Source: an optimization exercise on an open RTL-to-GDS flow (aim: small area and a short achievable clock period). Production flows keep margins and buffers that such runs may drop.
The RTL was checked by simulation tests, not by an equivalence proof against the original design.
Power is estimated from default activity; no workload was simulated.

==> design.v <==
module REGFILE (
    input  wire          CLK,
    input  wire          RSTN,
    input  wire          WE,
    input  wire [4:0]    WA,
    input  wire [31:0]   DI,
    output wire [1023:0] Q,         
    output wire [31:0]   VALID,     
    output wire [31:0]   CONSIG,
    output wire [31:0]   CONSIG_D    
);
    reg [31:0] r31;
    reg [30:0] valid;
    reg [31*32-1:0] rf;
    wire [31:0] wdec = WE ? (32'd1 << WA) : 32'd0;
    integer w;
    always @(posedge CLK) begin
        for (w = 0; w < 31; w = w + 1)
            if (wdec[w]) rf[w*32 +: 32] <= DI;
    end
    always @(posedge CLK or negedge RSTN) begin
        if (!RSTN) begin
            valid <= 31'd0;
            r31   <= 32'd0;
        end else begin
            valid <= valid | wdec[30:0];
            if (wdec[31]) r31 <= DI;
        end
    end
    assign Q      = {r31, rf};
    assign VALID  = {1'b1, valid};
    assign CONSIG = r31;
    assign CONSIG_D = wdec[31] ? DI : r31;
endmodule
module RFREAD (
    input  wire [32:0]      S,
    input  wire [33*32-1:0] D,
    output reg  [31:0]      Y
);
    integer k;
    always @(*) begin
        Y = 32'd0;
        for (k = 0; k < 33; k = k + 1)
            Y = Y | ({32{S[k]}} & D[k*32 +: 32]);
    end
endmodule
module OPMUX (
    input  wire [31:0] E,
    input  wire        S,
    input  wire [31:0] L,
    output wire [31:0] Y
);
    assign Y = E | ({32{S}} & L);
endmodule
module RISC_TOY (
    input  wire        CLK,
    input  wire        RSTN,
    output wire        IREQ,
    output wire [29:0] IADDR,
    input  wire [31:0] INSTR,
    output wire        DREQ,
    output wire [1:0]  DRW,
    output wire [29:0] DADDR,
    output wire [31:0] DWDATA,
    output wire [31:0] CONSIG,
    output wire [31:0] CONSIG_D,
    input  wire [31:0] DRDATA
);
    reg [31:0] PC, PC_ID;
    reg        jump_d;               
    reg [31:0] RD1_EX, RD2_EX, IMM_EX;
    reg        RW_EX, DREQ_EX, LD_EX;                    
    reg        BAL_EX, BZ_EX, BNZ_EX, BPOS_EX, BNEG_EX;   
    reg        DRW0_EX, LDRES_EX, LINK_EX;
    reg [4:0]  RAC_EX;
    reg [3:0]  SA_EX, SB_EX;         
    reg [5:0]  SBB_EX;               
    reg        SHREG_EX;             
    reg [4:0]  SHIMM_EX;
    reg        OP_ADD, OP_SUB;
    reg [3:0]  LUT_EX;      
    reg        OP_SHL, OP_LSR, OP_ASR, OP_ROR, OP_PC;
    reg [31:0] ALU_MEM, RD2_MEM;
    reg        RW_MEM, DREQ_MEM;                         
    reg [1:0]  DRW_MEM;
    reg [4:0]  RAC_MEM;
    reg        LDRES_MEM, LINK_MEM;
    reg [31:0] WBVAL;
    reg        RW_WB;                                    
    reg [4:0]  RAC_WB;
    reg        LD_WB;
    wire [31:0] RESULT_WB = LD_WB ? DRDATA : WBVAL;
    wire [4:0] op = INSTR[31:27];
    wire [4:0] fa = INSTR[26:22];
    wire [4:0] fb = INSTR[21:17];
    wire [4:0] fc = INSTR[16:12];
    wire isADD  = op == 5'b00000;
    wire isADDI = op == 5'b00001;
    wire isSUB  = op == 5'b00010;
    wire isNEG  = op == 5'b00011;
    wire isNOT  = op == 5'b00100;
    wire isAND  = op == 5'b00101;
    wire isANDI = op == 5'b00110;
    wire isOR   = op == 5'b00111;
    wire isORI  = op == 5'b01000;
    wire isXOR  = op == 5'b01001;
    wire isLSR  = op == 5'b01010;
    wire isASR  = op == 5'b01011;
    wire isSHL  = op == 5'b01100;
    wire isROR  = op == 5'b01101;
    wire isMOVI = op == 5'b01110;
    wire isJ    = op == 5'b01111;
    wire isJL   = op == 5'b10000;
    wire isBR   = op == 5'b10001;
    wire isBRL  = op == 5'b10010;
    wire isST   = op == 5'b10011;
    wire isSTR  = op == 5'b10100;
    wire isLD   = op == 5'b10101;
    wire isLDR  = op == 5'b10110;
    wire isLDIP = op == 5'b10111;
    wire isSTIP = op == 5'b11000;
    wire regwrite = isADD | isADDI | isSUB | isNEG | isNOT | isAND | isANDI | isOR |
                    isORI | isXOR | isLSR | isASR | isSHL | isROR | isMOVI | isJL |
                    isBRL | isLD | isLDR;
    wire memreq   = isST | isSTR | isLD | isLDR | isLDIP | isSTIP;
    wire isload   = isLD | isLDR | isLDIP;                   
    wire drw0     = isLDIP | isSTIP;                         
    wire branch   = isBR | isBRL;
    wire jump     = isJ | isJL;
    wire pcrel    = isLDR | isSTR;
    wire useimm   = isADDI | isANDI | isORI | isMOVI | isJ | isJL | isST | isSTR |
                    isLD | isLDR | isLDIP | isSTIP;
    wire nn  = isNEG | isNOT;
    wire stx = isST | isSTR;
    function mA;    
        input [4:0] R;
        input nn_, str_;
        input [4:0] fb_, fc_;
        mA = ~str_ & (nn_ ? (fc_ == R) : (fb_ == R));
    endfunction
    function mB;    
        input [4:0] R;
        input nn_, stx_;
        input [4:0] fa_, fc_;
        mB = stx_ ? (fa_ == R) : (~nn_ & (fc_ == R));
    endfunction
    wire taken;
    wire flush = taken | jump_d;
    wire hz    = LD_EX & (RAC_EX != 5'd0) &
                 (mA(RAC_EX, nn, isSTR, fb, fc) | mB(RAC_EX, nn, stx, fa, fc));
    wire vld   = ~taken & ~jump_d & ~hz;     
    wire [31:0] sext17 = {{15{INSTR[16]}}, INSTR[16:0]};
    wire [31:0] zext17 = {15'd0, INSTR[16:0]};
    wire [31:0] sext22 = {{10{INSTR[21]}}, INSTR[21:0]};
    wire [31:0] zext22 = {10'd0, INSTR[21:0]};
    wire [31:0] P4_ID  = PC_ID + 32'd4;
    wire        tbase  = ~(INSTR[31] & INSTR[29]);
    wire [31:0] target = (tbase ? P4_ID : PC_ID) + sext22;
    reg [31:0] imm_ID;
    always @(*) begin
        if (jump)                      imm_ID = P4_ID;       
        else if (isBRL)                imm_ID = PC_ID;       
        else if (isST | isLD)          imm_ID = (fb == 5'b11111) ? zext17 : sext17;
        else if (isSTR | isLDR)        imm_ID = target;      
        else if (isLDIP | isSTIP)      imm_ID = zext22;
        else                           imm_ID = sext17;
    end
    wire [1023:0] rf_q;
    wire [31:0]   rf_valid;
    REGFILE u_rf (
        .CLK(CLK), .RSTN(RSTN),
        .WE(RW_WB), .WA(RAC_WB), .DI(RESULT_WB),
        .Q(rf_q), .VALID(rf_valid),
        .CONSIG(CONSIG), .CONSIG_D(CONSIG_D)
    );
    wire fwd1 = RW_WB & (RAC_WB != 5'd0) & mA(RAC_WB, nn, isSTR, fb, fc);
    wire fwd2 = RW_WB & (RAC_WB != 5'd0) & mB(RAC_WB, nn, stx, fa, fc);
    wire [31:0] decfa = 32'd1 << fa;
    wire [31:0] decfb = 32'd1 << fb;
    wire [31:0] decfc = 32'd1 << fc;
    wire [31:0] wbm   = RW_WB ? ((32'd1 << RAC_WB) & 32'hFFFFFFFE) : 32'd0;
    wire [31:0] rmask = rf_valid & ~wbm;
    wire [31:0] dec1  = (nn ? decfc : decfb) & rmask;
    wire [31:0] dec2  = (stx ? decfa : nn ? 32'd0 : decfc) & rmask;
    wire [32:0] sel1 = {fwd1, dec1};
    wire [32:0] sel2 = {fwd2, dec2};
    wire [31:0] RD1_ID, RD2_ID;
    RFREAD u_rd1 (.S(sel1), .D({RESULT_WB, rf_q}), .Y(RD1_ID));
    RFREAD u_rd2 (.S(sel2), .D({RESULT_WB, rf_q}), .Y(RD2_ID));
    wire fmA = RW_EX  & (RAC_EX  != 5'd0) & mA(RAC_EX,  nn, isSTR, fb, fc);
    wire fwA = RW_MEM & (RAC_MEM != 5'd0) & mA(RAC_MEM, nn, isSTR, fb, fc);
    wire fmB = RW_EX  & (RAC_EX  != 5'd0) & mB(RAC_EX,  nn, stx, fa, fc);
    wire fwB = RW_MEM & (RAC_MEM != 5'd0) & mB(RAC_MEM, nn, stx, fa, fc);
    wire zeroA = (fb == 5'b11111);
    wire [3:0] sa_ID = pcrel ? 4'b0000 :      
                       zeroA ? 4'b0000 :
                       fmA   ? 4'b0010 :
                       fwA   ? (LDRES_MEM ? 4'b1000 : 4'b0100) : 4'b0001;
    wire [3:0] sb_ID = fmB   ? 4'b0010 :
                       fwB   ? (LDRES_MEM ? 4'b1000 : 4'b0100) : 4'b0001;
    wire [31:0] A_EX;
    wire [31:0] PCp4 = PC + 32'd4;
    wire [31:0] pc_base = (hz & ~jump_d) ? PC : (jump & ~jump_d) ? target : PCp4;
    wire [31:0] pc_next = taken ? A_EX : pc_base;
    always @(posedge CLK or negedge RSTN) begin
        if (!RSTN) begin
            PC     <= 32'd0;
            PC_ID  <= 32'd0;
            jump_d <= 1'b0;
        end else begin
            PC     <= pc_next;
            PC_ID  <= flush ? 32'd0 : hz ? PC_ID : PC;
            jump_d <= jump & ~flush;
        end
    end
    assign IREQ  = RSTN ? 1'b1 : 1'b0;
    assign IADDR = PC[29:0];
    wire [2:0] bc = INSTR[2:0];
    always @(posedge CLK or negedge RSTN) begin
        if (!RSTN) begin
            RW_EX   <= 1'b0;
            DREQ_EX <= 1'b0;
            LD_EX   <= 1'b0;
            BAL_EX  <= 1'b0;
            BZ_EX   <= 1'b0;
            BNZ_EX  <= 1'b0;
            BPOS_EX <= 1'b0;
            BNEG_EX <= 1'b0;
        end else begin
            RW_EX   <= vld & regwrite;
            DREQ_EX <= vld & memreq;
            LD_EX   <= vld & isload;
            BAL_EX  <= vld & branch & (bc == 3'b001);
            BZ_EX   <= vld & branch & (bc == 3'b010);
            BNZ_EX  <= vld & branch & (bc == 3'b011);
            BPOS_EX <= vld & branch & (bc == 3'b100);
            BNEG_EX <= vld & branch & (bc == 3'b101);
        end
    end
    always @(posedge CLK) begin
        RD1_EX    <= RD1_ID;
        RD2_EX    <= RD2_ID;
        IMM_EX    <= imm_ID;
        RAC_EX    <= fa;
        DRW0_EX   <= drw0;
        LDRES_EX  <= isload;
        LINK_EX   <= isJL | isBRL;
        SA_EX     <= isNEG ? 4'b0000 : sa_ID;
        SB_EX     <= sb_ID;
        SBB_EX    <= isNEG ? {sa_ID[0], 1'b0, sa_ID[3:1], 1'b0} : useimm ? 6'b010000 : {2'b00, sb_ID};
        SHREG_EX  <= INSTR[5];
        SHIMM_EX  <= INSTR[4:0];
        OP_ADD    <= isADD | isADDI | isST | isSTR | isLD | isLDR;
        OP_SUB    <= isSUB | isNEG;
        LUT_EX    <= (isAND | isANDI)                     ? 4'b1000 :
                     (isOR | isORI)                       ? 4'b1110 :
                     isXOR                                ? 4'b0110 :
                     isNOT                                ? 4'b0011 :
                     (isMOVI | branch | isLDIP | isSTIP)  ? 4'b1010 : 4'b0000;
        OP_PC     <= isJL;      
        OP_SHL    <= isSHL;
        OP_LSR    <= isLSR;
        OP_ASR    <= isASR;
        OP_ROR    <= isROR;
    end
    wire [31:0] A_e  = ({32{SA_EX[0]}} & RD1_EX)  | ({32{SA_EX[1]}} & ALU_MEM) |
                       ({32{SA_EX[2]}} & WBVAL);
    wire [31:0] R2_e = ({32{SB_EX[0]}} & RD2_EX)  | ({32{SB_EX[1]}} & ALU_MEM) |
                       ({32{SB_EX[2]}} & WBVAL);
    wire [31:0] B_e  = ({32{SBB_EX[0]}} & RD2_EX)  | ({32{SBB_EX[1]}} & ALU_MEM) |
                       ({32{SBB_EX[2]}} & WBVAL)   | ({32{SBB_EX[4]}} & IMM_EX) |
                       ({32{SBB_EX[5]}} & RD1_EX);
    wire [31:0] A, R2, B;
    OPMUX u_opa (.E(A_e),  .S(SA_EX[3]),  .L(DRDATA), .Y(A));
    OPMUX u_opr (.E(R2_e), .S(SB_EX[3]),  .L(DRDATA), .Y(R2));
    OPMUX u_opb (.E(B_e),  .S(SBB_EX[3]), .L(DRDATA), .Y(B));
    assign A_EX = A;
    wire r2z = (R2 == 32'd0);
    assign taken = BAL_EX | (BZ_EX & r2z) | (BNZ_EX & ~r2z) |
                   (BPOS_EX & ~R2[31]) | (BNEG_EX & R2[31]);
    wire [31:0] Y   = B ^ {32{OP_SUB}};
    wire [31:0] SUM = A + Y + {31'd0, OP_SUB};
    wire [4:0] sh = SHREG_EX ? R2[4:0] : SHIMM_EX;
    function [31:0] rev32;
        input [31:0] v;
        integer i;
        begin
            for (i = 0; i < 32; i = i + 1) rev32[i] = v[31-i];
        end
    endfunction
    wire [31:0] SX = OP_SHL ? rev32(A) : A;
    wire [31:0] RR = (({SX, SX}) >> sh);
    wire [31:0] MK = 32'hFFFFFFFF >> sh;
    wire [31:0] T  = RR & MK;
    wire [31:0] SHR = T | ({32{OP_ASR & A[31]}} & ~MK);
    wire [31:0] alu =
        ({32{OP_ADD | OP_SUB}} & SUM) |
        ({32{LUT_EX[0]}} & ~A & ~B) |
        ({32{LUT_EX[1]}} & ~A &  B) |
        ({32{LUT_EX[2]}} &  A & ~B) |
        ({32{LUT_EX[3]}} &  A &  B) |
        ({32{OP_PC}}    & PC) |
        ({32{OP_SHL}}   & rev32(T)) |
        ({32{OP_LSR | OP_ASR}} & SHR) |
        ({32{OP_ROR}}   & RR);
    always @(posedge CLK or negedge RSTN) begin
        if (!RSTN) begin
            RW_MEM   <= 1'b0;
            DREQ_MEM <= 1'b0;
        end else begin
            RW_MEM   <= RW_EX;
            DREQ_MEM <= DREQ_EX;
        end
    end
    always @(posedge CLK) begin
        ALU_MEM   <= alu;
        RD2_MEM   <= LINK_EX ? IMM_EX : R2;    
        DRW_MEM   <= {LD_EX, DRW0_EX};
        RAC_MEM   <= RAC_EX;
        LDRES_MEM <= LDRES_EX;
        LINK_MEM  <= LINK_EX;
    end
    assign DREQ   = DREQ_MEM;
    assign DRW    = DRW_MEM;
    assign DADDR  = ALU_MEM[29:0];
    assign DWDATA = RD2_MEM;
    always @(posedge CLK or negedge RSTN) begin
        if (!RSTN) RW_WB <= 1'b0;
        else       RW_WB <= RW_MEM;
    end
    always @(posedge CLK) begin
        WBVAL  <= LINK_MEM ? RD2_MEM : ALU_MEM;
        RAC_WB <= RAC_MEM;
        LD_WB  <= LDRES_MEM;
    end
endmodule
module MAC10 (
    input  wire [9:0] acc,
    input  wire [3:0] a,
    input  wire [3:0] b,
    output wire [9:0] s
);
    wire t1 = acc[3] ^ (a[1] & b[2]);
    wire t2 = acc[3] & (a[1] & b[2]);
    wire t3 = acc[4] ^ (a[2] & b[2]) ^ ~(a[3] & b[1]);
    wire t4 = (acc[4] & (a[2] & b[2])) | (acc[4] & ~(a[3] & b[1])) | ((a[2] & b[2]) & ~(a[3] & b[1]));
    wire t5 = acc[2] ^ (a[0] & b[2]);
    wire t6 = acc[2] & (a[0] & b[2]);
    wire t7 = (a[2] & b[1]) ^ ~(a[3] & b[0]) ^ ~(a[0] & b[3]);
    wire t8 = ((a[2] & b[1]) & ~(a[3] & b[0])) | ((a[2] & b[1]) & ~(a[0] & b[3])) | (~(a[3] & b[0]) & ~(a[0] & b[3]));
    wire t9 = ~(a[1] & b[3]) ^ 1'b1 ^ t3;
    wire t10 = (~(a[1] & b[3]) & 1'b1) | (~(a[1] & b[3]) & t3) | (1'b1 & t3);
    wire t11 = acc[5] ^ ~(a[3] & b[2]) ^ ~(a[2] & b[3]);
    wire t12 = (acc[5] & ~(a[3] & b[2])) | (acc[5] & ~(a[2] & b[3])) | (~(a[3] & b[2]) & ~(a[2] & b[3]));
    wire t13 = acc[1] ^ (a[0] & b[1]);
    wire t14 = acc[1] & (a[0] & b[1]);
    wire t15 = (a[1] & b[1]) ^ (a[2] & b[0]) ^ t5;
    wire t16 = ((a[1] & b[1]) & (a[2] & b[0])) | ((a[1] & b[1]) & t5) | ((a[2] & b[0]) & t5);
    wire t17 = t1 ^ t7 ^ t6;
    wire t18 = (t1 & t7) | (t1 & t6) | (t7 & t6);
    wire t19 = t2 ^ t9 ^ t8;
    wire t20 = (t2 & t9) | (t2 & t8) | (t9 & t8);
    wire t21 = t4 ^ t11 ^ t10;
    wire t22 = (t4 & t11) | (t4 & t10) | (t11 & t10);
    wire t23 = acc[6] ^ (a[3] & b[3]) ^ t12;
    wire t24 = (acc[6] & (a[3] & b[3])) | (acc[6] & t12) | ((a[3] & b[3]) & t12);
    wire t25 = acc[7] ^ 1'b1;
    wire t26 = acc[7] & 1'b1;
    wire t27 = acc[8] ^ 1'b1;
    wire t28 = acc[8] & 1'b1;
    wire t29 = acc[9] ^ 1'b1;
    wire t30 = acc[9] & 1'b1;
    wire [9:0] x = {t29, t27, t25, t23, t21, t19, t17, t15, (a[1] & b[0]), acc[0]};
    wire [9:0] y = {t28, t26, t24, t22, t20, t18, t16, t14, t13, (a[0] & b[0])};
    wire [10:0] c; assign c[0] = 1'b0;
    genvar i; generate for (i = 0; i < 10; i = i + 1) begin : g
        assign s[i] = x[i] ^ y[i] ^ c[i];
        assign c[i+1] = (x[i] & y[i]) | (x[i] & c[i]) | (y[i] & c[i]);
    end endgenerate
endmodule
module CUSTOM_IP (
    input  wire        CLK,
    input  wire        RSTN,
    input  wire [31:0] IPIN,
    input  wire [31:0] CON,
    input  wire [31:0] CON_D,    
    output wire [31:0] IPOUT
);
    wire start_bit = CON[2];
    wire is_3x3    = CON[0];
    wire init_bit  = CON[1];
    reg        receiving_enable, computing_enable;
    reg [2:0]  cnt;
    reg [4:0]  exec_cnt;
    reg        clr_mac, update_ready;
    reg [1:0]  mac_enable;
    reg        last_start_bit;
    reg        zrows;
    reg [15:0] buf0, buf1, buf2, buf3, buf4, buf5, buf6, buf7;
    wire start_evt = start_bit & ~last_start_bit & ~receiving_enable & ~computing_enable;
    always @(posedge CLK or negedge RSTN) begin
        if (!RSTN) begin
            receiving_enable <= 1'b0;
            computing_enable <= 1'b0;
            cnt              <= 3'd0;
            exec_cnt         <= 5'd0;
            clr_mac          <= 1'b0;
            update_ready     <= 1'b0;
            mac_enable       <= 2'b00;
            last_start_bit   <= 1'b0;
            zrows            <= 1'b0;
        end else begin
            last_start_bit <= start_bit;
            if (init_bit) begin
                receiving_enable <= 1'b0;
                computing_enable <= 1'b0;
                cnt              <= 3'd0;
                exec_cnt         <= 5'd0;
            end
            if (start_evt) begin
                receiving_enable <= 1'b1;
                cnt              <= 3'd1;
                zrows            <= 1'b0;
            end else if (receiving_enable) begin
                if (cnt == 3'd7) begin
                    receiving_enable <= 1'b0;
                    cnt              <= 3'd0;
                    computing_enable <= 1'b1;
                    exec_cnt         <= 5'd0;
                    if (init_bit) zrows <= 1'b1;
                end else begin
                    cnt <= cnt + 3'd1;
                end
            end
            if (computing_enable && !init_bit) begin
                exec_cnt <= exec_cnt + 5'd1;
                if (exec_cnt == 5'd0) begin
                    clr_mac      <= 1'b1;
                    update_ready <= 1'b1;
                    mac_enable   <= is_3x3 ? 2'b01 : 2'b11;
                end else if (exec_cnt == 5'd1) begin
                    clr_mac <= 1'b0;
                end else if (exec_cnt > 5'd12) begin
                    computing_enable <= 1'b0;
                    update_ready     <= 1'b0;
                    mac_enable       <= 2'b00;
                    exec_cnt         <= 5'd0;
                end
            end else if (init_bit) begin
                clr_mac      <= 1'b1;
                update_ready <= 1'b1;
                mac_enable   <= is_3x3 ? 2'b01 : 2'b11;
            end else begin
                clr_mac      <= 1'b0;
                update_ready <= 1'b0;
                mac_enable   <= 2'b00;
            end
        end
    end
    wire [15:0] wdata = (is_3x3 && receiving_enable && (cnt == 3'd3 || cnt == 3'd7)) ? 16'd0 : IPIN[15:0];
    wire [7:0]  wrow  = start_evt ? 8'd1 : receiving_enable ? (8'd1 << cnt) : 8'd0;
    always @(posedge CLK) begin
        if (wrow[0]) buf0 <= wdata;
        if (wrow[1]) buf1 <= wdata;
        if (wrow[2]) buf2 <= wdata;
        if (wrow[3]) buf3 <= wdata;
        if (wrow[4]) buf4 <= wdata;
        if (wrow[5]) buf5 <= wdata;
        if (wrow[6]) buf6 <= wdata;
        if (wrow[7]) buf7 <= wdata;
    end
    wire [15:0] row [0:7];
    assign row[0] = buf0;
    assign row[1] = buf1;
    assign row[2] = buf2;
    assign row[3] = buf3;
    assign row[4] = buf4;
    assign row[5] = buf5;
    assign row[6] = buf6;
    assign row[7] = buf7;
    wire [13:0] d;
    genvar ge;
    generate
        for (ge = 0; ge < 14; ge = ge + 1) begin : g_dec
            assign d[ge] = computing_enable & (exec_cnt == ge);
        end
    endgenerate
    reg [3:0] a_in_row [0:3];
    reg [3:0] b_in_col [0:3];
    integer r, c, t;
    always @(*) begin
        for (r = 0; r < 4; r = r + 1) begin
            a_in_row[r] = 4'd0;
            for (t = 0; t < 4; t = t + 1)
                if (d[r + t + 2] && !zrows && !(is_3x3 && (r == 3 || t == 3)))
                    a_in_row[r] = a_in_row[r] | row[r][t*4 +: 4];
        end
        for (c = 0; c < 4; c = c + 1) begin
            b_in_col[c] = 4'd0;
            for (t = 0; t < 4; t = t + 1)
                if (d[c + t + 2] && !(zrows && t != 3) && !(is_3x3 && c == 3))
                    b_in_col[c] = b_in_col[c] | row[4 + t][c*4 +: 4];
        end
    end
    reg  [63:0]  a_q, b_q;
    reg  [159:0] acc_q;
    reg  [1:0]   gvalid;
    wire [63:0]  pa, pb;
    wire [15:0]  en;
    wire [159:0] acc_d;
    genvar gi, gj;
    generate
        for (gi = 0; gi < 4; gi = gi + 1) begin : g_i
            for (gj = 0; gj < 4; gj = gj + 1) begin : g_j
                localparam integer N = gi * 4 + gj;
                wire [9:0] macs;
                assign en[N] = (gi == 3 || gj == 3) ? mac_enable[1] : mac_enable[0];
                if (gj == 0) begin : g_a0
                    assign pa[N*4 +: 4] = a_in_row[gi];
                end else begin : g_a1
                    assign pa[N*4 +: 4] = a_q[(N-1)*4 +: 4];
                end
                if (gi == 0) begin : g_b0
                    assign pb[N*4 +: 4] = b_in_col[gj];
                end else begin : g_b1
                    assign pb[N*4 +: 4] = b_q[(N-4)*4 +: 4];
                end
                MAC10 u_mac (.acc(acc_q[N*10 +: 10]), .a(pa[N*4 +: 4]), .b(pb[N*4 +: 4]), .s(macs));
                assign acc_d[N*10 +: 10] = clr_mac ? 10'd0 : macs;
            end
        end
    endgenerate
    integer m;
    always @(posedge CLK or negedge RSTN) begin
        if (!RSTN) begin
            a_q <= 64'd0;
            b_q <= 64'd0;
        end else begin
            for (m = 0; m < 16; m = m + 1)
                if (en[m]) begin
                    a_q[m*4 +: 4] <= pa[m*4 +: 4];
                    b_q[m*4 +: 4] <= pb[m*4 +: 4];
                end
        end
    end
    integer q;
    always @(posedge CLK) begin
        for (q = 0; q < 16; q = q + 1)
            if (en[q] & update_ready) acc_q[q*10 +: 10] <= acc_d[q*10 +: 10];
    end
    always @(posedge CLK or negedge RSTN) begin
        if (!RSTN) gvalid <= 2'b00;
        else       gvalid <= gvalid | (mac_enable & {2{update_ready & clr_mac}});
    end
    wire [1:0]  gvalid_d = gvalid | (mac_enable & {2{update_ready & clr_mac}});
    wire [3:0]  sel_d    = {CON_D[7:6], CON_D[5:4]};
    wire        selg_d   = (CON_D[7:6] == 2'd3) | (CON_D[5:4] == 2'd3);
    wire        on_d     = CON_D[8] & gvalid_d[selg_d];
    reg  [15:0] rsel;
    always @(posedge CLK or negedge RSTN) begin
        if (!RSTN) rsel <= 16'd0;
        else       rsel <= on_d ? (16'd1 << sel_d) : 16'd0;
    end
    reg [9:0] cval;
    integer s;
    always @(*) begin
        cval = 10'd0;
        for (s = 0; s < 16; s = s + 1)
            cval = cval | ({10{rsel[s]}} & acc_q[s*10 +: 10]);
    end
    assign IPOUT = {{22{cval[9]}}, cval};
endmodule
module RISC_TOY_SYS (
    input  wire          CLK,
    input  wire          RSTN,
    output wire          IREQ,
    output wire [29:0]   IADDR,
    input  wire [31:0]   INSTR,
    output wire          DREQ,
    output wire [1:0]    DRW,
    output wire [29:0]   DADDR,
    output wire [31:0]   DWDATA,
    input  wire [31:0]   DRDATA,
    output wire [31:0]   CONSIG,
    input  wire [31:0]   IPIN,
    output wire [31:0]   IPOUT
);
    wire [31:0] consig_d;    
    RISC_TOY u_core (
        .CLK    (CLK),
        .RSTN   (RSTN),
        .IREQ   (IREQ),
        .IADDR  (IADDR),
        .INSTR  (INSTR),
        .DREQ   (DREQ),
        .DRW    (DRW),
        .DADDR  (DADDR),
        .DWDATA (DWDATA),
        .CONSIG (CONSIG),
        .CONSIG_D (consig_d),
        .DRDATA (DRDATA)
    );
    CUSTOM_IP u_ip (
        .CLK    (CLK),
        .RSTN   (RSTN),
        .IPIN   (IPIN),
        .CON    (CONSIG),
        .CON_D  (consig_d),
        .IPOUT  (IPOUT)
    );
endmodule
==> flow/run.sh <==
#!/bin/bash
# Own flow for RISC_TOY_SYS. Runs in the standard flow's work folder (design.v,
# config.mk, standard.sh, synth_recipe.tcl, flow/, out/).
#  1. design_gl.v: design.v with two combinational modules replaced by
#     gate-level ones (flow/gen_gl.py): the register file's read selector
#     (RFREAD, an a222oi AND-OR tree) and the EX operand selector's last
#     gate (OPMUX, a21o). They have no registers, so the registers are the
#     standard synthesis's.
#  2. Synthesis is synth_recipe.tcl with the ABC pass called through a Tcl
#     proc (same arguments; the script is flow/abc.script if present).
#  3. the standard layout (standard.sh) with small port buffers
#     (buf_2) instead of buffer_ports' default delay cells, and repair_timing
#     aimed below the clock period (the SDC is unchanged); RSTN and IREQ
#     pins placed side by side (flow/io.tcl).
# Each tool's output goes to a log file of its own here.
set -euo pipefail
W=$(pwd)
python3 flow/gen_gl.py "$W/rfread_gl.v" > gen_gl.log 2>&1
python3 - "$W/design.v" "$W/rfread_gl.v" "$W/design_gl.v" > design_gl.log 2>&1 <<'PY'
import re, sys
src = open(sys.argv[1]).read()
gl = open(sys.argv[2]).read()
for m in ("RFREAD", "OPMUX"):
    pat = re.compile(r"\bmodule\s+" + m + r"\b.*?\bendmodule\b", re.S)
    assert len(pat.findall(src)) == 1, m + " not found exactly once"
    src = pat.sub("", src)
open(sys.argv[3], "w").write(src + "\n" + gl)
print("design_gl.v written")
PY
# ABC: ORFS's script, or flow/abc.script when there is one
if [[ -f flow/abc.script ]]; then
  ABCP="set i [lsearch \$args -script]; if {\$i >= 0} { lset args [expr {\$i+1}] $W/flow/abc.script }; "
else
  ABCP=""
fi
{
  echo 'proc synth {args} { yosys synth -nofsm -noshare {*}$args }'
  echo "proc abc {args} { ${ABCP}yosys abc {*}\$args }"
  tail -n +2 synth_recipe.tcl
} > my_synth.tcl
bash standard.sh \
  "VERILOG_FILES=$W/design_gl.v" \
  "SYNTH_SCRIPT=$W/my_synth.tcl" \
  "BUFFER_PORTS_ARGS=-buffer_cell sky130_fd_sc_hd__buf_2" \
  "SETUP_SLACK_MARGIN=8.4" \
  "IO_CONSTRAINTS=$W/flow/io.tcl" \
  finish > standard_flow.log 2>&1
==> flow/gen_gl.py <==
#!/usr/bin/env python3
"""Writes gate-level (sky130hd cells) versions of two RTL modules, used by
flow/run.sh in place of the RTL ones:
  RFREAD (rtl/model.v): 33-way one-hot AND-OR, 32 bits (a222oi tree);
  OPMUX (rtl/stage_EX.v): Y = E | (S & L), 32 bits (one a21o per bit)."""
import sys
P = "sky130_fd_sc_hd__"
NT, W = 33, 32
o = ["// Generated by flow/gen_gl.py for the own flow.",
     "module RFREAD (S, D, Y);",
     f"  input [{NT-1}:0] S;",
     f"  input [{NT*W-1}:0] D;",
     f"  output [{W-1}:0] Y;"]
for b in range(W):
    o.append(f"  wire [10:0] n{b};")
    o.append(f"  wire [2:0] p{b};")
    for g in range(11):
        t = [3*g, 3*g+1, 3*g+2]
        o.append(f"  {P}a222oi_1 a{b}_{g} (.A1(S[{t[0]}]), .A2(D[{t[0]*W+b}]), .B1(S[{t[1]}]), .B2(D[{t[1]*W+b}]), .C1(S[{t[2]}]), .C2(D[{t[2]*W+b}]), .Y(n{b}[{g}]));")
    o.append(f"  {P}nand4_1 q{b}_0 (.A(n{b}[0]), .B(n{b}[1]), .C(n{b}[2]), .D(n{b}[3]), .Y(p{b}[0]));")
    o.append(f"  {P}nand4_1 q{b}_1 (.A(n{b}[4]), .B(n{b}[5]), .C(n{b}[6]), .D(n{b}[7]), .Y(p{b}[1]));")
    o.append(f"  {P}nand3_1 q{b}_2 (.A(n{b}[8]), .B(n{b}[9]), .C(n{b}[10]), .Y(p{b}[2]));")
    o.append(f"  {P}or3_1 r{b} (.A(p{b}[0]), .B(p{b}[1]), .C(p{b}[2]), .X(Y[{b}]));")
o.append("endmodule")
o += ["module OPMUX (E, S, L, Y);",
      "  input [31:0] E;", "  input S;", "  input [31:0] L;", "  output [31:0] Y;"]
for b in range(32):
    o.append(f"  {P}a21o_1 m{b} (.A1(S), .A2(L[{b}]), .B1(E[{b}]), .X(Y[{b}]));")
o.append("endmodule")
open(sys.argv[1], "w").write("\n".join(o) + "\n")
==> flow/io.tcl <==
# Keep RSTN and IREQ (IREQ = RSTN through the two port buffers) side by side.
set_io_pin_constraint -pin_names {RSTN IREQ} -group -order
==> standard.sh <==
#!/bin/bash
# synth_recipe.tcl (not shown) runs the flow's synth.tcl, then flattens the netlist and writes it again
# the make line also repeats each setting of config.mk as NAME=value (left out here)
make -C /OpenROAD-flow-scripts/flow DESIGN_CONFIG=/design/flow/config.mk WORK_HOME=/design/flow/orfs CLKGATE_MAP_FILE= SYNTH_SCRIPT=/design/flow/synth_recipe.tcl "${@:-finish}"
==> config.mk <==
export PLATFORM = sky130hd
export DESIGN_NAME = RISC_TOY_SYS
export DESIGN_NICKNAME = RISC_TOY_SYS
export VERILOG_FILES = /design/flow/design.v
export SDC_FILE = /design/flow/constraint.sdc
export NUM_CORES = 8
export LEC_CHECK = 0
export CAP_MARGIN = 20
export CORE_MARGIN = 2
export CORE_UTILIZATION = 55
export CTS_CLUSTER_DIAMETER = 100
export CTS_CLUSTER_SIZE = 24
export SETUP_SLACK_MARGIN = 0.2
export SLEW_MARGIN = 20
==> constraint.sdc <==
create_clock -name core_clock -period 14.0 [get_ports {CLK}]
set_input_delay 2.8000 -clock core_clock [delete_from_list [all_inputs] [get_ports {CLK}]]
set_output_delay 2.8000 -clock core_clock [all_outputs]
set_load 0.01 [all_outputs]
==> results of run 1 <==
[metrics by stage]
stage / hold slack, ns / worst slack, ns / cell area, µm²
2_1_floorplan: 0.3096 / 7.794 / 91770
3_3_place_gp: 0.3150 / 6.993 / 95570
3_5_place_dp: 0.3153 / 6.986 / 95570
4_1_cts: 0.3369 / 8.190 / 99360
5_1_grt: 0.3416 / 8.109 / 100100
6_report: 0.3363 / 8.189 / 100200
[registers in the layout, indices dropped and copies added, names as in the netlist, 48 cells and up]
signal          cells
u_ip.acc_q        160
u_ip.b_q           48
u_ip.a_q           48
u_core.u_rf.rf    992
[cell type report]
cell class	instances	area (µm²)	share of cell area
clock buffers	148	2450	0.02445
repair buffers	528	3547	0.03540
flip-flops and latches	1794	50080	0.4999
inverters	375	1408	0.01405
clock inverters	18	289.0	0.002885
well taps	2189	2739	0.02734
multi-input cells	4675	39630	0.3955
diodes	19	47.55	0.0004745
[synth_stat cells, types with 156 or more instances]
cell / count
dfxtp_1: 246
a21oi_1: 204
inv_1: 374
dfrtp_1: 268
nand2_1: 498
clkbuf_1: 240
mux2_2: 204
and2_1: 167
nor2_1: 378
o21ai_0: 156
fa_1: 258
nand4_1: 171
a222oi_1: 822
edfxtp_1: 1280
[report_power, final]
| group | switching [W] | leakage (nW) | internal [W] |
|---|---|---|---|
| clock | 0.00180 | 1.29 | 0.00124 |
| sequential | 0.00116 | 17.1 | 0.00693 |
| combinational | 0.00380 | 19.2 | 0.00257 |
[layer usage]
metal  track usage  vias up  routed length, µm
met5             0        -                292
met4        0.1647       44              18400
met3        0.1355      941              55630
met2        0.5913     5812             151600
met1        0.5862    36870             136800
li1              -    29400                  -
[final timing paths]
check	from	to	slack, ns	cells past startpoint
max	RSTN	IREQ	8.19	2
min in group asynchronous	RSTN	u_ip.rsel[14]$_DFF_PN0_	1.98	1
max in group asynchronous	RSTN	u_core.u_rf.r31[29]$_DFFE_PN0P_	10.13	4
min	u_core.LDRES_EX$_DFF_P_	u_core.LDRES_MEM$_DFF_P_	0.34	0
min reg2reg	u_core.LDRES_EX$_DFF_P_	u_core.LDRES_MEM$_DFF_P_	0.34	0
max reg2reg	u_ip.computing_enable$_DFF_PN0_	u_ip.acc_q[8]$_SDFFCE_PP0P_	8.22	24
[timing repair]
action                     in CTS  in global routing
resized for setup             160                120
pin swaps                      60                 87
setup buffers                  52                 40
gates cloned                    7                  2
setup endpoints to repair     169                121
hold buffers                    0                  0
[cells in the final DEF, fill, tap and decap left out, types with 29 or more instances in the layout]
cell type,n
buf_4,264
a21oi_1,193
nor2_1,310
nand2_1,471
mux2i_1,76
nor3_1,71
and2_1,151
nand4_1,172
nor2b_1,131
fa_2,40
a31oi_1,71
fa_1,218
dfxtp_1,242
o21ai_0,138
a22oi_1,60
xor2_1,108
nor2_4,60
a211oi_1,29
a21o_1,127
mux2_2,203
edfxtp_1,1280
nand3_1,131
clkbuf_1,58
a221oi_1,56
xnor2_1,105
mux4_2,59
and3_1,39
a222oi_1,822
or3_1,59
a22o_1,81
dfrtp_1,263
buf_2,236
nand2b_1,45
ha_1,149
inv_1,337
o211ai_1,31
clkbuf_16,89
[cells by family (layout without fill, tap and decap cells)]
logic type | Yosys count | in the layout
buffers and inverters | 788 | 1069
adder cells (fa/ha/maj) | 411 | 411
XOR/XNOR | 220 | 220
multiplexers | 348 | 348
AO/OA/AOI/OAI | 1862 | 1863
other | 0 | 19
flip-flops | 1794 | 1794
AND/OR/NAND/NOR | 1830 | 1833
==> results_dict.tcl, run 1 <==
set metrics [dict create \
    post-route-drc-count 0 \
    core_um2 165200 \
    final-max-slew-violation-count 0 \
    max_slew_margin 0.1598 \
    clock-sinks 1794 \
    synthAdderAreaFrac 0.07736 \
    cp_max_fo 3 \
    hold_class "reg -> reg" \
    final-hold-violation-count 0 \
    critical_path.max_stage_delay_ns 0.11 \
    clk_latency_ns 0.80 \
    critPathKind "in -> out" \
    grt_pass1_wl_um 501400 \
    ys_seq_area_frac 0.5472 \
    port_buffers 241 \
    syn-num-nets 7762 \
    via_count 73060 \
    endpoint_kind "output pin" \
    cap_viol_max_count 0 \
    dpl.hpwl_um 240400 \
    fmax_mhz 172.1 \
    path_delay_family "buffers and inverters" \
    required_ns 11.20 \
    drive_above_1_share 0.1649 \
    synth_area_leaders "edfxtp_1 42%, a222oi_1 9.0%, dfrtp_1 7.3%" \
    vdd_drop_max_mv 0.1494 \
    synth_ff_type "edfxtp_1" \
    start_util 0.5540 \
    synth.mux.area_fraction 0.04913 \
    track_usage 0.4144 \
    drt_iter0_drc 16510 \
    cts_buffer_depth 3 \
    die_w_um 411.9 \
    synth-seq-cells 1794 \
    place.gp.congestion 1.045 \
    nets 7971 \
    cts.clk_slew.worst_paths_ns 0.10 \
    synthToLayoutAreaGrowth_pct 9.491 \
    power.density_nw_per_um2 174.7 \
    fill_cells 13240 \
    synth_edf_count 1280 \
    synthCells 7253 \
    tns_ns 0 \
    numCtsBuffers 88 \
    p_leak_nw 37.58 \
    finalSetupViolCount 0 \
    avgSynthCellArea_um2 12.62 \
    synth-simple-area-share 0.09953 \
    tightestPinTransition_ns 1.241 \
    die_height_um 411.9 \
    ant_nets 0 \
    wirelength_um 362700 \
    synth_area_leader_cell "edfxtp_1" \
    critPathLaunchType "input pin" \
    synth_top_family_by_area "compound AO/OA/AOI/OAI gates" \
    grt_max_degree 172 \
    rsz0062_at_grt "yes" \
    synthXorXnorAreaFrac 0.02106 \
    ys_types 94 \
    ios 258 \
    clockRootBuffer "clkbuf_16" \
    fin_crit_ns 5.811 \
    cts_tree "done" \
    skew_ns 0.05529 \
    crit_chain "buf_16 -> buf_6" \
    crit_arrival_ns 3.01 \
    status "finished clean" \
    utilization 0.6066 \
    grt_remaining_overflow 0 \
    crit_slowest_cell "buf_6" \
    htree_levels 3 \
    syn_area_um2 91510 \
    p_total_w 0.01750 \
    dpl.cell_count 9460 \
    dr.pass1.iters 15 \
    via_per_inst 7.497 \
    synthArstFlopShare 0.1494 \
    crit_buf_inv 2 \
    post_drt_wl_per_cell_um 37.22 \
    synth_top_area_frac 0.4200 \
    die_area_um2 169700 \
    num_rows 149 \
    synth_warnings 5 \
    antenna_found_initial 51 \
    grt_pass1_vias 66670 \
    synth_compound_area_frac 0.1683 \
    stdcell_count 9746 \
    post-route-period-util 0.4151 \
]
==> run 2, diff against run 1 <==
--- a/flow/run.sh
+++ b/flow/run.sh
@@ -11,6 +11,5 @@
 #  3. the standard layout (standard.sh) with small port buffers
 #     (buf_2) instead of buffer_ports' default delay cells, and repair_timing
-#     aimed below the clock period (the SDC is unchanged); RSTN and IREQ
-#     pins placed side by side (flow/io.tcl).
+#     aimed below the clock period (the SDC is unchanged).
 # Each tool's output goes to a log file of its own here.
 set -euo pipefail
@@ -44,4 +43,3 @@
   "BUFFER_PORTS_ARGS=-buffer_cell sky130_fd_sc_hd__buf_2" \
   "SETUP_SLACK_MARGIN=8.4" \
-  "IO_CONSTRAINTS=$W/flow/io.tcl" \
   finish > standard_flow.log 2>&1
==> flow/abc.script (new file) <==
strash
dch
amap
topo
stime -c
buffer -c
upsize -c
dnsize -c
removed: flow/io.tcl
==> results_dict.tcl, run 2 <==
set metrics [dict create \
    via_per_inst 7.539 \
    hold_class "reg -> reg" \
    start_util 0.5542 \
    required_ns 11.20 \
    ios 258 \
    multi_input_comb_area_um2 38760 \
    worstSetupPathDepth 12 \
    cap_viol_max_count 0 \
    startpoint "u_ip.rsel[1]$_DFF_PN0_" \
    synth.mux.area_fraction 0 \
    status "finished clean" \
    synth_warnings 5 \
    synthCells 7657 \
    synth_top_family_by_area "compound AO/OA/AOI/OAI gates" \
    clockRootBuffer "clkbuf_16" \
    die_w_um 409.0 \
    power_switching_w 0.006476 \
    fin_crit_ns 6.625 \
    reg2regPathDepth 27 \
    cts_tree "done" \
    crit_arrival_ns 3.82 \
    r2r_end "u_ip.acc_q[49]$_SDFFCE_PP0P_" \
    htree_levels 3 \
    antenna_found_initial 48 \
    worstSetupEndpoint "IPOUT[6]" \
    grt_remaining_overflow 0 \
    fmax_mhz 151.0 \
    ys_types 80 \
    final_common_cell "edfxtp_1" \
    stdcell_count 10330 \
    pwr-share-comb 0.353 \
    synthToLayoutAreaGrowth_pct 14.61 \
    crit_buf_inv 1 \
    largest-register "u_core.u_rf.rf" \
    regArea_um2 50090 \
    critPathKind "reg -> out" \
    num_rows 148 \
    synth_area_leader_cell "edfxtp_1" \
    track_usage 0.4418 \
    synth_ff_type "edfxtp_1" \
    swShare 0.3937 \
    drive_above_1_share 0.1950 \
    dpl.hpwl_um 244700 \
    power.density_nw_per_um2 159.1 \
    drt_iter0_drc 17320 \
    nets 8555 \
    clk_latency_ns 0.79 \
    skew_ns 0.06764 \
    cts_hold_buf 0 \
    max_slew_margin 0.1468 \
    synth_top_area_frac 0.4261 \
    synth_edf_count 1280 \
    yosysMostFrequentCell "edfxtp_1" \
    rsz0062_at_grt "yes" \
    ff2ff_setup_slack_ns 8.08 \
    endpoint_kind "output pin" \
    seq_power_share 0.457 \
    crit_chain "a222oi_1 -> o21ai_1 -> a21oi_1 -> o21ai_1 -> a221oi_2 -> o21ai_1 -> a221oi_2 -> o21ai_2 -> a221oi_2 -> o21ai_1 -> o21bai_1 -> buf_2" \
    post_drt_wl_per_cell_um 37.19 \
    place.gp.congestion 1.032 \
    avgSynthCellArea_um2 11.78 \
    cts_buffer_depth 3 \
    die_area_um2 167300 \
    final-max-slew-violation-count 0 \
    dpl.cell_count 9827 \
    p_int_w 0.009972 \
    via_count 77870 \
    pre_cts_slack_ns 5.943 \
    grt_max_degree 112 \
    r2r_start "u_ip.exec_cnt[0]$_DFF_PN0_" \
    ant_nets 0 \
    syn-num-nets 8166 \
    tns_ns 0 \
    wirelength_um 384200 \
    p_leak_nw 37.82 \
    ys_seq_area_frac 0.5550 \
    syn_area_um2 90210 \
    synth-simple-area-share 0.09800 \
    numCtsBuffers 90 \
    critPathLaunchType "flip-flop" \
    tightestPinTransition_ns 1.280 \
    vdd_drop_max_mv 0.1406 \
    worst_slack_ns 7.375 \
    synthXorXnorAreaFrac 0.00009709 \
    cts.clk_slew.worst_paths_ns 0.10 \
    core_um2 162800 \
    critical_path.max_stage_delay_ns 0.58 \
    path_delay_family "compound AO/OA/AOI/OAI gates" \
    crit_slowest_cell "a222oi_1" \
    final-hold-violation-count 0 \
    reg_top3 "u_core.u_rf.rf (992), u_ip.acc_q (160)" \
    synth_compound_area_frac 0.2126 \
    post-route-period-util 0.4732 \
    cp_common_cell "o21ai_1" \
    cp_max_fo 5 \
    dr.pass1.iters 15 \
    p_clk_frac 0.191 \
    grt_pass1_wl_um 528800 \
    largest_reg_flops 992 \
    synthArstFlopShare 0.1494 \
    port_buffers 241 \
    fill_cells 12630 \
    synthAdderAreaFrac 0.07847 \
    yosys-top-cells-count "1280 x edfxtp_1, 839 x a222oi_1, 719 x inv_1" \
    synth-seq-cells 1794 \
    utilization 0.6352 \
    finalSetupViolCount 0 \
    post-route-drc-count 0 \
    synth_area_leaders "edfxtp_1 43%, a222oi_1 9.3%, dfrtp_1 7.4%" \
    die_height_um 409.0 \
    clock-sinks 1794 \
    final_cell_mix "1280 x edfxtp_1, 839 x a222oi_1, 667 x inv_1" \
    grt_pass1_vias 72870 \
]
[run 2: cell types whose count changed after synthesis, sizes merged, moves of 83 or more]
cell / previous run / this run
xnor2: 110 / 1
nand2: 498 / 396
xor2: 110 / 0
mux2i: 83 / 0
o22ai: 27 / 392
nor2: 378 / 576
o22a: 7 / 138
and2: 169 / 0
inv: 374 / 744
mux2: 206 / 0
[run 2: worst min path at each step]
stage	start	end	depth (start not counted)
floorplan	u_core.DRW0_EX$_DFF_P_	u_core.DRW_MEM[0]$_DFF_P_	0
global placement	u_core.DRW0_EX$_DFF_P_	u_core.DRW_MEM[0]$_DFF_P_	0
detailed placement	u_core.LDRES_EX$_DFF_P_	u_core.LDRES_MEM$_DFF_P_	0
CTS	u_core.LDRES_EX$_DFF_P_	u_core.LDRES_MEM$_DFF_P_	0
global route	u_core.LDRES_EX$_DFF_P_	u_core.LDRES_MEM$_DFF_P_	0
finish	u_core.LDRES_EX$_DFF_P_	u_core.LDRES_MEM$_DFF_P_	0
[run 2: repair_timing]
action,in CTS,in global routing
gates resized for setup,464,329
gates cloned,9,4
setup buffers,207,81
pin swaps,147,226
endpoints found under the setup margin,252,167
[run 2: cell families (layout without fill, tap and decap cells)]
kind of cell,Yosys count,after routing
AND/OR/NAND/NOR,1819,1821
other,0,32
AO/OA/AOI/OAI,2428,2428
XOR/XNOR,1,1
buffers and inverters,1204,1667
flip-flops,1794,1794
adder cells (fa/ha/maj),411,411
[run 2: layout make-up]
type,count,share of cell area
diodes,32,0.0007745
clock buffers,150,0.02447
clock inverters,18,0.003449
inverters,753,0.02843
multi-input cells,4661,0.3748
flip-flops and latches,1794,0.4845
well taps,2175,0.02632
repair buffers,742,0.05701
repair inverters,4,0.0002420
[run 2: power by group through the flow]
| stage | clock, W | combinational, W | sequential, W |
|---|---|---|---|
| 2_1_floorplan | 0 | 0.00320 | 0.00719 |
| 3_3_place_gp | 0 | 0.00478 | 0.00753 |
| 3_5_place_dp | 0 | 0.00485 | 0.00754 |
| 4_1_cts | 0.00313 | 0.00527 | 0.00744 |
| 5_1_grt | 0.00331 | 0.00613 | 0.00753 |
| 6_report | 0.00314 | 0.00580 | 0.00751 |
[run 2: layer usage]
| layer | vias up | track usage | share of wire |
|---|---|---|---|
| li1 | 31300 | - | - |
| met1 | 38590 | 0.5811 | 0.35 |
| met2 | 6645 | 0.6213 | 0.41 |
| met3 | 1307 | 0.1734 | 0.16 |
| met4 | 28 | 0.2524 | 0.070 |
| met5 | - | 0.003448 | 0.00099 |
[run 2: metrics by stage]
stage	hold WS, ns	total power, W	instance area (µm²)
6_report	0.3486	0.01645	103400
5_1_grt	0.3525	0.01696	103300
4_1_cts	0.3487	0.01584	101200
3_5_place_dp	0.3164	0.01240	94790
3_3_place_gp	0.3127	0.01230	94790
2_1_floorplan	0.3096	0.01039	91130
==> run 3, diff against run 2 <==
--- a/config.mk
+++ b/config.mk
@@ -8,7 +8,8 @@
 export CAP_MARGIN = 20
 export CORE_MARGIN = 2
-export CORE_UTILIZATION = 55
+export CORE_UTILIZATION = 65
 export CTS_CLUSTER_DIAMETER = 100
 export CTS_CLUSTER_SIZE = 24
+export PLACE_DENSITY = 0.72
 export SETUP_SLACK_MARGIN = 0.2
 export SLEW_MARGIN = 20
removed: flow/abc.script
==> results_dict.tcl, run 3 <==
set metrics [dict create \
    status "finished with violations" \
    check.faults "antenna rules" \
    vdd_drop_max_mv 0.1605 \
    use_met3 0.1769 \
    path_delay_family "buffers and inverters" \
    hold_class "reg -> reg" \
    yosysMostFrequentCell "edfxtp_1" \
    utilization 0.7106 \
    cp_max_fo 3 \
    numCtsBuffers 87 \
    post-route-period-util 0.4151 \
    ys_seq_area_frac 0.5472 \
    pre_cts_slack_ns 6.857 \
    tightestPinTransition_ns 1.067 \
    via_per_inst 7.890 \
    cts_buffer_depth 3 \
    rsz0062_at_grt "yes" \
    p_leak_nw 37.49 \
    required_ns 11.20 \
    critical_path.max_stage_delay_ns 0.11 \
    synthArstFlopShare 0.1494 \
    worstSetupPathDepth 2 \
    r2r_start "u_ip.computing_enable$_DFF_PN0_" \
    syn-num-nets 7762 \
    ant_nets 1 \
    die_area_um2 143800 \
    worst_slack_ns 8.189 \
    post-route-drc-count 0 \
    startpoint "RSTN" \
    avgSynthCellArea_um2 12.62 \
    hold_path_depth 0 \
    largest-register "u_core.u_rf.rf" \
    clockRootBuffer "clkbuf_16" \
    ff2ff_setup_slack_ns 8.36 \
    use_met2 0.6563 \
    clock-sinks 1794 \
    num_rows 137 \
    finalSetupViolCount 0 \
    critPathLaunchType "input pin" \
    synth_ff_type "edfxtp_1" \
    wirelength_um 347500 \
    worstHoldStart "u_core.DRW0_EX$_DFF_P_" \
    fin_crit_ns 5.811 \
    cts.clk_slew.worst_paths_ns 0.10 \
    fmax_mhz 172.1 \
    antenna_found_initial 56 \
    grt_pass1_vias 68170 \
    core_um2 139700 \
    clk_latency_ns 0.78 \
    port_buffers 241 \
    dpl.hpwl_um 231000 \
    grt_remaining_overflow 0 \
    crit_slowest_cell "buf_6" \
    final_common_cell "edfxtp_1" \
    synth_area_leaders "edfxtp_1 42%, a222oi_1 9.0%, dfrtp_1 7.3%" \
    power.density_nw_per_um2 175.6 \
    ios 258 \
    grt_max_degree 145 \
    nets 7945 \
    endpoint_kind "output pin" \
    synth_area_leader_cell "edfxtp_1" \
    whs_ns 0.3400 \
    syn_area_um2 91510 \
    place.gp.congestion 1.086 \
    post_drt_wl_per_cell_um 36.92 \
    ys_types 94 \
    cap_viol_max_count 0 \
    crit_chain "buf_16 -> buf_6" \
    synth-seq-cells 1794 \
    grt_use_met1 0.6506 \
    synth_warnings 5 \
    die_height_um 379.2 \
    track_usage 0.4708 \
    cts_tree "done" \
    synthCells 7253 \
    skew_ns 0.05457 \
    drive_above_1_share 0.1565 \
    top_usage_layer "met2" \
    drt_iter0_drc 19090 \
    start_util 0.6550 \
    grt_pass1_wl_um 484800 \
    tns_ns 0 \
    synth_edf_count 1280 \
    reg_top3 "u_core.u_rf.rf (992), u_ip.acc_q (160)" \
    die_w_um 379.2 \
    final-hold-violation-count 0 \
    critPathKind "in -> out" \
    largest_reg_flops 992 \
    max_slew_margin 0.2799 \
    htree_levels 3 \
    cts_hold_buf 0 \
    final-max-slew-violation-count 0 \
    crit_buf_inv 2 \
    dr.pass1.iters 17 \
    via_count 74260 \
    yosys-top-cells-count "1280 x edfxtp_1, 822 x a222oi_1, 498 x nand2_1" \
    reg2regPathDepth 22 \
    p_total_w 0.01743 \
    synth_top_area_frac 0.4200 \
    final_cell_mix "1280 x edfxtp_1, 822 x a222oi_1, 472 x nand2_1" \
    synthToLayoutAreaGrowth_pct 8.490 \
    crit_arrival_ns 3.01 \
]
## run 3: changes by cell type after synthesis, moves of 63 or more
cell     before  now
o22ai_1     392   27
inv_1       719  374
mux2_2        0  204
nor2_1      573  378
and2_1        0  167
o22a_1      138    7
xor2_1        0  110
xnor2_1       1  110
nand2_1     394  498
mux2i_1       0   81
o21ai_0     229  156
nand4_1     240  171
or2_2        85   22
## run 3: kinds of logic (layout without fill, tap and decap cells)
logic type	after synthesis	count (layout)	synth area share
AO/OA/AOI/OAI	1862	1863	0.1683
AND/OR/NAND/NOR	1830	1833	0.09953
flip-flops	1794	1794	0.5472
buffers and inverters	788	1041	0.03751
adder cells (fa/ha/maj)	411	411	0.07736
multiplexers	348	348	0.04913
XOR/XNOR	220	220	0.02106
other	0	26	0
## run 3: path summary, 6_finish.rpt
| check | to |
|---|---|
| hold / removal | u_core.DRW_MEM[0]$_DFF_P_ |
| hold reg to reg | u_core.DRW_MEM[0]$_DFF_P_ |
| max in group asynchronous | u_ip.mac_enable[0]$_DFFE_PN0P_ |
| setup / recovery | IREQ |
| setup reg to reg | u_ip.acc_q[8]$_SDFFCE_PP0P_ |
| min in group asynchronous | u_core.PC[25]$_DFFE_PN0P_ |
## run 3: power breakdown
part           leakage (nW)  total, W  switching (W)  internal (W)
Combinational          19.2   0.00631        0.00376       0.00255
Clock                  1.27   0.00300        0.00177       0.00123
Sequential             17.1   0.00813        0.00120       0.00693
## run 3: area by class of cell
class | instances | area (µm²)
clock buffers | 148 | 2427
inverters | 375 | 1408
multi-input cells | 4675 | 39250
diodes | 26 | 65.06
fillers | 9554 | 40430
well taps | 1876 | 2347
repair buffers | 503 | 3437
clock inverters | 15 | 254.0
flip-flops and latches | 1794 | 50080
## run 3: per-stage QoR
stage	instance area, µm²	instances
after floorplan	91770	7253
after global placement	94940	9134
after detailed placement	94940	9134
after CTS	98470	9350
after global routing	99220	9391
final	99280	9412
## run 3: what timing repair did
item,CTS,global route
pin swaps,46,81
resized for setup,109,118
endpoints found under the setup margin,176,113
setup buffers,49,31
cloned,4,4
## run 3: layer usage
metal | vias to the layer above | part of all wire | wire length, µm
met5 | - | 0.0011 | 388
met4 | 56 | 0.064 | 22310
met3 | 1265 | 0.18 | 61760
met2 | 7088 | 0.41 | 142300
met1 | 36500 | 0.35 | 120700
li1 | 29350 | - | -
==> run 4, diff against run 3 <==
--- a/config.mk
+++ b/config.mk
@@ -8,8 +8,7 @@
 export CAP_MARGIN = 20
 export CORE_MARGIN = 2
-export CORE_UTILIZATION = 65
+export CORE_UTILIZATION = 55
 export CTS_CLUSTER_DIAMETER = 100
 export CTS_CLUSTER_SIZE = 24
-export PLACE_DENSITY = 0.72
 export SETUP_SLACK_MARGIN = 0.2
 export SLEW_MARGIN = 20
==> results_dict.tcl, run 4 <==
set metrics [dict create \
    status "finished clean" \
    yosysMostFrequentCell "edfxtp_1" \
    cap_viol_max_count 0 \
    synthToLayoutAreaGrowth_pct 9.779 \
    core_um2 165200 \
    finalSetupViolCount 0 \
    clk_latency_ns 0.79 \
    ff2ff_setup_slack_ns 8.42 \
    crit_slowest_cell "buf_6" \
    seq_power_share 0.459 \
    power_switching_w 0.006813 \
    synth.mux.area_fraction 0.04913 \
    grt_remaining_overflow 0 \
    synth_compound_area_frac 0.1683 \
    clock-sinks 1794 \
    synthArstFlopShare 0.1494 \
    avgSynthCellArea_um2 12.62 \
    cp_max_fo 3 \
    ys_seq_area_frac 0.5472 \
    final_cell_mix "1280 x edfxtp_1, 822 x a222oi_1, 470 x nand2_1" \
    num_rows 149 \
    skew_ns 0.05880 \
    p_leak_nw 37.64 \
    required_ns 11.20 \
    p_clk_frac 0.177 \
    place.gp.congestion 1.025 \
    placed_area_um2 95630 \
    dpl.hpwl_um 241300 \
    final-max-slew-violation-count 0 \
    synth-seq-cells 1794 \
    ant_nets 0 \
    ys_types 94 \
    final_common_cell "edfxtp_1" \
    hold_class "reg -> reg" \
    p_int_w 0.01080 \
    via_count 73040 \
    die_w_um 411.9 \
    grt_pass1_vias 67070 \
    whs_ns 0.3491 \
    via_per_inst 7.490 \
    cts_tree "done" \
    final-hold-violation-count 0 \
    synth-simple-area-share 0.09953 \
    swShare 0.3868 \
    post-route-period-util 0.4149 \
    path_delay_family "buffers and inverters" \
    crit_buf_inv 2 \
    cts_buffer_depth 3 \
    reg_top3 "u_core.u_rf.rf (992), u_ip.acc_q (160)" \
    cts_hold_buf 0 \
    start_util 0.5540 \
    grt_pass1_wl_um 500300 \
    fmax_mhz 172.2 \
    synth_area_leaders "edfxtp_1 42%, a222oi_1 9.0%, dfrtp_1 7.3%" \
    synth_top_area_frac 0.4200 \
    ios 258 \
    syn-num-nets 7762 \
    vdd_drop_max_mv 0.1186 \
    syn_area_um2 91510 \
    synth_ff_type "edfxtp_1" \
    critical_path.max_stage_delay_ns 0.11 \
    wirelength_um 363300 \
    clockRootBuffer "clkbuf_16" \
    htree_levels 3 \
    post-route-drc-count 0 \
    synthXorXnorAreaFrac 0.02106 \
    synth_top_family_by_area "compound AO/OA/AOI/OAI gates" \
    synthAdderAreaFrac 0.07736 \
    largest_reg_flops 992 \
    crit_chain "buf_16 -> buf_6" \
    rsz0062_at_grt "yes" \
    critPathLaunchType "input pin" \
    drive_above_1_share 0.1675 \
    largest-register "u_core.u_rf.rf" \
    track_usage 0.4142 \
    cts.clk_slew.worst_paths_ns 0.09 \
    max_slew_margin 0.1138 \
    dr.pass1.iters 17 \
    nets 7973 \
    power.density_nw_per_um2 175.3 \
    p_total_w 0.01761 \
    synth_warnings 5 \
    synthCells 7253 \
    synth_area_leader_cell "edfxtp_1" \
    grt_max_degree 90 \
    antenna_found_initial 43 \
    synth_edf_count 1280 \
    fin_area_um2 100500 \
    critPathKind "in -> out" \
    tightestPinTransition_ns 1.315 \
    tns_ns 0 \
    drt_iter0_drc 16530 \
    die_area_um2 169700 \
    numCtsBuffers 90 \
    pwr-share-comb 0.363 \
    fin_crit_ns 5.809 \
    endpoint_kind "output pin" \
    die_height_um 411.9 \
    yosys-top-cells-count "1280 x edfxtp_1, 822 x a222oi_1, 498 x nand2_1" \
    post_drt_wl_per_cell_um 37.25 \
    port_buffers 241 \
    crit_arrival_ns 3.01 \
]
## run 4: cell counts after synthesis
No cell type changed its count.
## run 4: cell families after synthesis
family / count (synthesis)
adder cells (fa/ha/maj): 411
multiplexers: 348
flip-flops: 1794
AND/OR/NAND/NOR: 1830
AO/OA/AOI/OAI: 1862
XOR/XNOR: 220
buffers and inverters: 788
## run 4: final timing paths
check,start,end,cells past startpoint
min in group asynchronous,RSTN,u_core.PC_ID[16]$_DFFE_PN0P_,1
max in group asynchronous,RSTN,u_ip.clr_mac$_DFFE_PN0P_,5
worst max-delay path,RSTN,IREQ,2
worst min-delay path,u_core.DRW0_EX$_DFF_P_,u_core.DRW_MEM[0]$_DFF_P_,0
worst min register to register,u_core.DRW0_EX$_DFF_P_,u_core.DRW_MEM[0]$_DFF_P_,0
worst max register to register,u_ip.computing_enable$_DFF_PN0_,u_ip.acc_q[8]$_SDFFCE_PP0P_,18
## run 4: repair_timing
| item | in CTS | in global routing |
|---|---|---|
| gates cloned | 6 | 4 |
| setup endpoints to repair | 202 | 115 |
| pin swaps | 72 | 105 |
| buffers inserted | 49 | 36 |
| gates resized for setup | 158 | 142 |
## run 4: final cells by class
type                    count  area, µm²
diodes                     24      60.06
clock buffers             148       2522
clock inverters            19      314.1
fillers                 13220      64720
inverters                 375       1408
multi-input cells        4673      39670
flip-flops and latches   1794      50090
well taps                2189       2739
repair buffers            530       3661
## run 4: per-layer routing
layer	track usage	vias to the layer above	share of wire
met5	0	-	0.00054
met4	0.1840	32	0.051
met3	0.1253	887	0.15
met2	0.5895	5825	0.42
met1	0.5862	36860	0.38
li1	-	29430	-
## run 4: worst register-to-register path: cells and delay by family, from the launching register on
kind,cells,cell delay [ns]
and+or+nand+nor,5,0.83
DFF,1,0.40
adders and majority gates,8,3.16
AOI/OAI and AO/OA,2,0.78
buffers and inverters,3,0.28
## run 4: stage by stage
step | utilization | worst slack [ns] | instances
final | 0.6082 | 8.191 | 9752
after global placement | 0.5787 | 6.848 | 9465
after floorplan | - | 7.794 | 7253
after global routing | 0.6079 | 8.187 | 9732
after detailed placement | 0.5790 | 6.845 | 9466
after CTS | 0.6026 | 8.189 | 9688
## run 4: power by group through the flow
| stage | Clock (W) | Combinational, W | Sequential [W] |
|---|---|---|---|
| after floorplan | 0 | 0.00441 | 0.00750 |
| after global placement | 0 | 0.00598 | 0.00811 |
| after detailed placement | 0 | 0.00619 | 0.00812 |
| after CTS | 0.00313 | 0.00625 | 0.00801 |
| after global routing | 0.00330 | 0.00702 | 0.00812 |
| final | 0.00312 | 0.00640 | 0.00809 |
==> run 5, diff against run 4 <==
--- a/config.mk
+++ b/config.mk
@@ -9,6 +9,7 @@
 export CORE_MARGIN = 2
 export CORE_UTILIZATION = 55
-export CTS_CLUSTER_DIAMETER = 100
-export CTS_CLUSTER_SIZE = 24
+export CTS_BUF_LIST = sky130_fd_sc_hd__clkbuf_8
+export CTS_CLUSTER_DIAMETER = 80
+export CTS_CLUSTER_SIZE = 14
 export SETUP_SLACK_MARGIN = 0.2
 export SLEW_MARGIN = 20
==> results_dict.tcl, run 5 <==
set metrics [dict create \
    required_ns 11.20 \
    syn_area_um2 91510 \
    fill_cells 13340 \
    clockRootBuffer "clkbuf_8" \
    finalSetupViolCount 0 \
    dr.pass1.iters 17 \
    synthToLayoutAreaGrowth_pct 9.429 \
    yosys-top-cells-count "1280 x edfxtp_1, 822 x a222oi_1, 498 x nand2_1" \
    p_leak_nw 37.93 \
    utilization 0.6062 \
    synth_ff_type "edfxtp_1" \
    ys_seq_area_frac 0.5472 \
    place.gp.congestion 1.025 \
    dpl.hpwl_um 241300 \
    post-route-drc-count 0 \
    clock-sinks 1794 \
    fmax_mhz 172.2 \
    numCtsBuffers 153 \
    hold_class "reg -> reg" \
    critPathKind "in -> out" \
    power.density_nw_per_um2 174.7 \
    cts_hold_buf 0 \
    p_clk_frac 0.173 \
    synth_area_leaders "edfxtp_1 42%, a222oi_1 9.0%, dfrtp_1 7.3%" \
    swShare 0.3926 \
    synth_area_leader_cell "edfxtp_1" \
    via_count 73090 \
    post_drt_wl_per_cell_um 37.01 \
    die_w_um 411.9 \
    synth_warnings 5 \
    grt_pass1_vias 67690 \
    synthCells 7253 \
    syn-num-nets 7762 \
    cts_buffer_depth 3 \
    synth_top_area_frac 0.4200 \
    cp_max_fo 3 \
    grt_remaining_overflow 0 \
    num_rows 149 \
    start_util 0.5540 \
    die_area_um2 169700 \
    seq_power_share 0.463 \
    synthArstFlopShare 0.1494 \
    pwr-share-comb 0.364 \
    path_delay_family "buffers and inverters" \
    max_slew_margin 0.09217 \
    fin_crit_ns 5.809 \
    wirelength_um 364300 \
    final_common_cell "edfxtp_1" \
    grt_pass1_wl_um 502800 \
    track_usage 0.4168 \
    port_buffers 241 \
    final-hold-violation-count 0 \
    skew_ns 0.06740 \
    ant_nets 0 \
    power_switching_w 0.006869 \
    vdd_drop_max_mv 0.1237 \
    drive_above_1_share 0.1699 \
    final-max-slew-violation-count 0 \
    crit_chain "buf_16 -> buf_6" \
    critical_path.max_stage_delay_ns 0.11 \
    rsz0062_at_grt "yes" \
    tightestPinTransition_ns 1.348 \
    cts_tree "done" \
    endpoint_kind "output pin" \
    htree_levels 4 \
    reg_top3 "u_core.u_rf.rf (992), u_ip.acc_q (160)" \
    final_cell_mix "1280 x edfxtp_1, 822 x a222oi_1, 470 x nand2_1" \
    post-route-period-util 0.4149 \
    drt_iter0_drc 15870 \
    via_per_inst 7.425 \
    antenna_found_initial 54 \
    ios 258 \
    p_int_w 0.01063 \
    crit_buf_inv 2 \
    largest-register "u_core.u_rf.rf" \
    synth-seq-cells 1794 \
    grt_max_degree 90 \
    largest_reg_flops 992 \
    crit_arrival_ns 3.01 \
    clk_latency_ns 0.97 \
    cap_viol_max_count 0 \
    die_height_um 411.9 \
    ys_types 94 \
    nets 8019 \
    core_um2 165200 \
    crit_slowest_cell "buf_6" \
    synth_edf_count 1280 \
    avgSynthCellArea_um2 12.62 \
    cts.clk_slew.worst_paths_ns 0.09 \
    critPathLaunchType "input pin" \
    tns_ns 0 \
    status "finished clean" \
    yosysMostFrequentCell "edfxtp_1" \
]
run 5: power by group through the flow:
| stage | clock [W] | sequential, W | combinational [W] |
|---|---|---|---|
| 2_1_floorplan | 0 | 0.00750 | 0.00441 |
| 3_3_place_gp | 0 | 0.00811 | 0.00598 |
| 3_5_place_dp | 0 | 0.00812 | 0.00619 |
| 4_1_cts | 0.00303 | 0.00801 | 0.00623 |
| 5_1_grt | 0.00321 | 0.00813 | 0.00700 |
| 6_report | 0.00302 | 0.00810 | 0.00638 |
run 5: per-stage QoR:
stage	instance area (µm²)	hold WS, ns	cells	power (W)	worst slack [ns]
5_1_grt	100100	0.3552	9830	0.01834	8.187
3_3_place_gp	95590	0.3358	9465	0.01409	6.848
6_report	100100	0.3388	9843	0.01750	8.191
2_1_floorplan	91770	0.3096	7253	0.01191	7.794
4_1_cts	99600	0.3392	9803	0.01728	8.189
3_5_place_dp	95630	0.3361	9466	0.01430	6.845
run 5: cell families (layout without fill, tap and decap cells):
kind of cell	Yosys count	after routing	share of synthesized area
XOR/XNOR	220	220	0.02106
multiplexers	348	348	0.04913
AND/OR/NAND/NOR	1830	1831	0.09953
adder cells (fa/ha/maj)	411	411	0.07736
buffers and inverters	788	1170	0.03751
other	0	18	0
AO/OA/AOI/OAI	1862	1862	0.1683
flip-flops	1794	1794	0.5472
run 5: metal layers:
metal  share of wire  vias up  global-route usage
li1                -    29520                   -
met4           0.053       50              0.1878
met2            0.42     5988              0.5898
met5         0.00095        -                   0
met1            0.37    36530              0.5818
met3            0.15     1000              0.1406
run 5: worst paths after layout:
path / from / endpoint / slack, ns / depth (start not counted)
setup / recovery: RSTN / IREQ / 8.19 / 2
hold / removal: u_core.DREQ_EX$_DFF_PN0_ / u_core.DREQ_MEM$_DFF_PN0_ / 0.34 / 0
setup reg to reg: u_ip.computing_enable$_DFF_PN0_ / u_ip.acc_q[129]$_SDFFCE_PP0P_ / 8.42 / 23
hold reg to reg: u_core.DREQ_EX$_DFF_PN0_ / u_core.DREQ_MEM$_DFF_PN0_ / 0.34 / 0
max in group asynchronous: RSTN / u_ip.clr_mac$_DFFE_PN0P_ / 9.30 / 5
min in group asynchronous: RSTN / u_core.PC_ID[16]$_DFFE_PN0P_ / 1.76 / 1
run 5: cell type report:
class	count	area (µm²)	area share
Sequential cell	1794	50100	0.5003
Multi-Input combinational cell	4672	39470	0.3942
Timing Repair Buffer	514	3493	0.03489
Tap cell	2189	2739	0.02735
Clock buffer	161	2216	0.02213
Inverter	375	1408	0.01406
Clock inverter	120	659.4	0.006585
Antenna cell	18	45.04	0.0004498
run 5: timing repair:
| action | 4_1_cts | 5_1_grt |
|---|---|---|
| endpoints found under the setup margin | 118 | 84 |
| cloned | 6 | 0 |
| pin swaps | 70 | 51 |
| setup buffers | 50 | 22 |
| gates resized for setup | 157 | 101 |

Check on run 5: ideal ports give 8.191 ns setup slack; a clkbuf_16 on the clock port and buf_2 on the inputs give 8.014 ns; moving port delays by the midpoint clock arrival (1.031 ns) as well gives 7.188 ns.
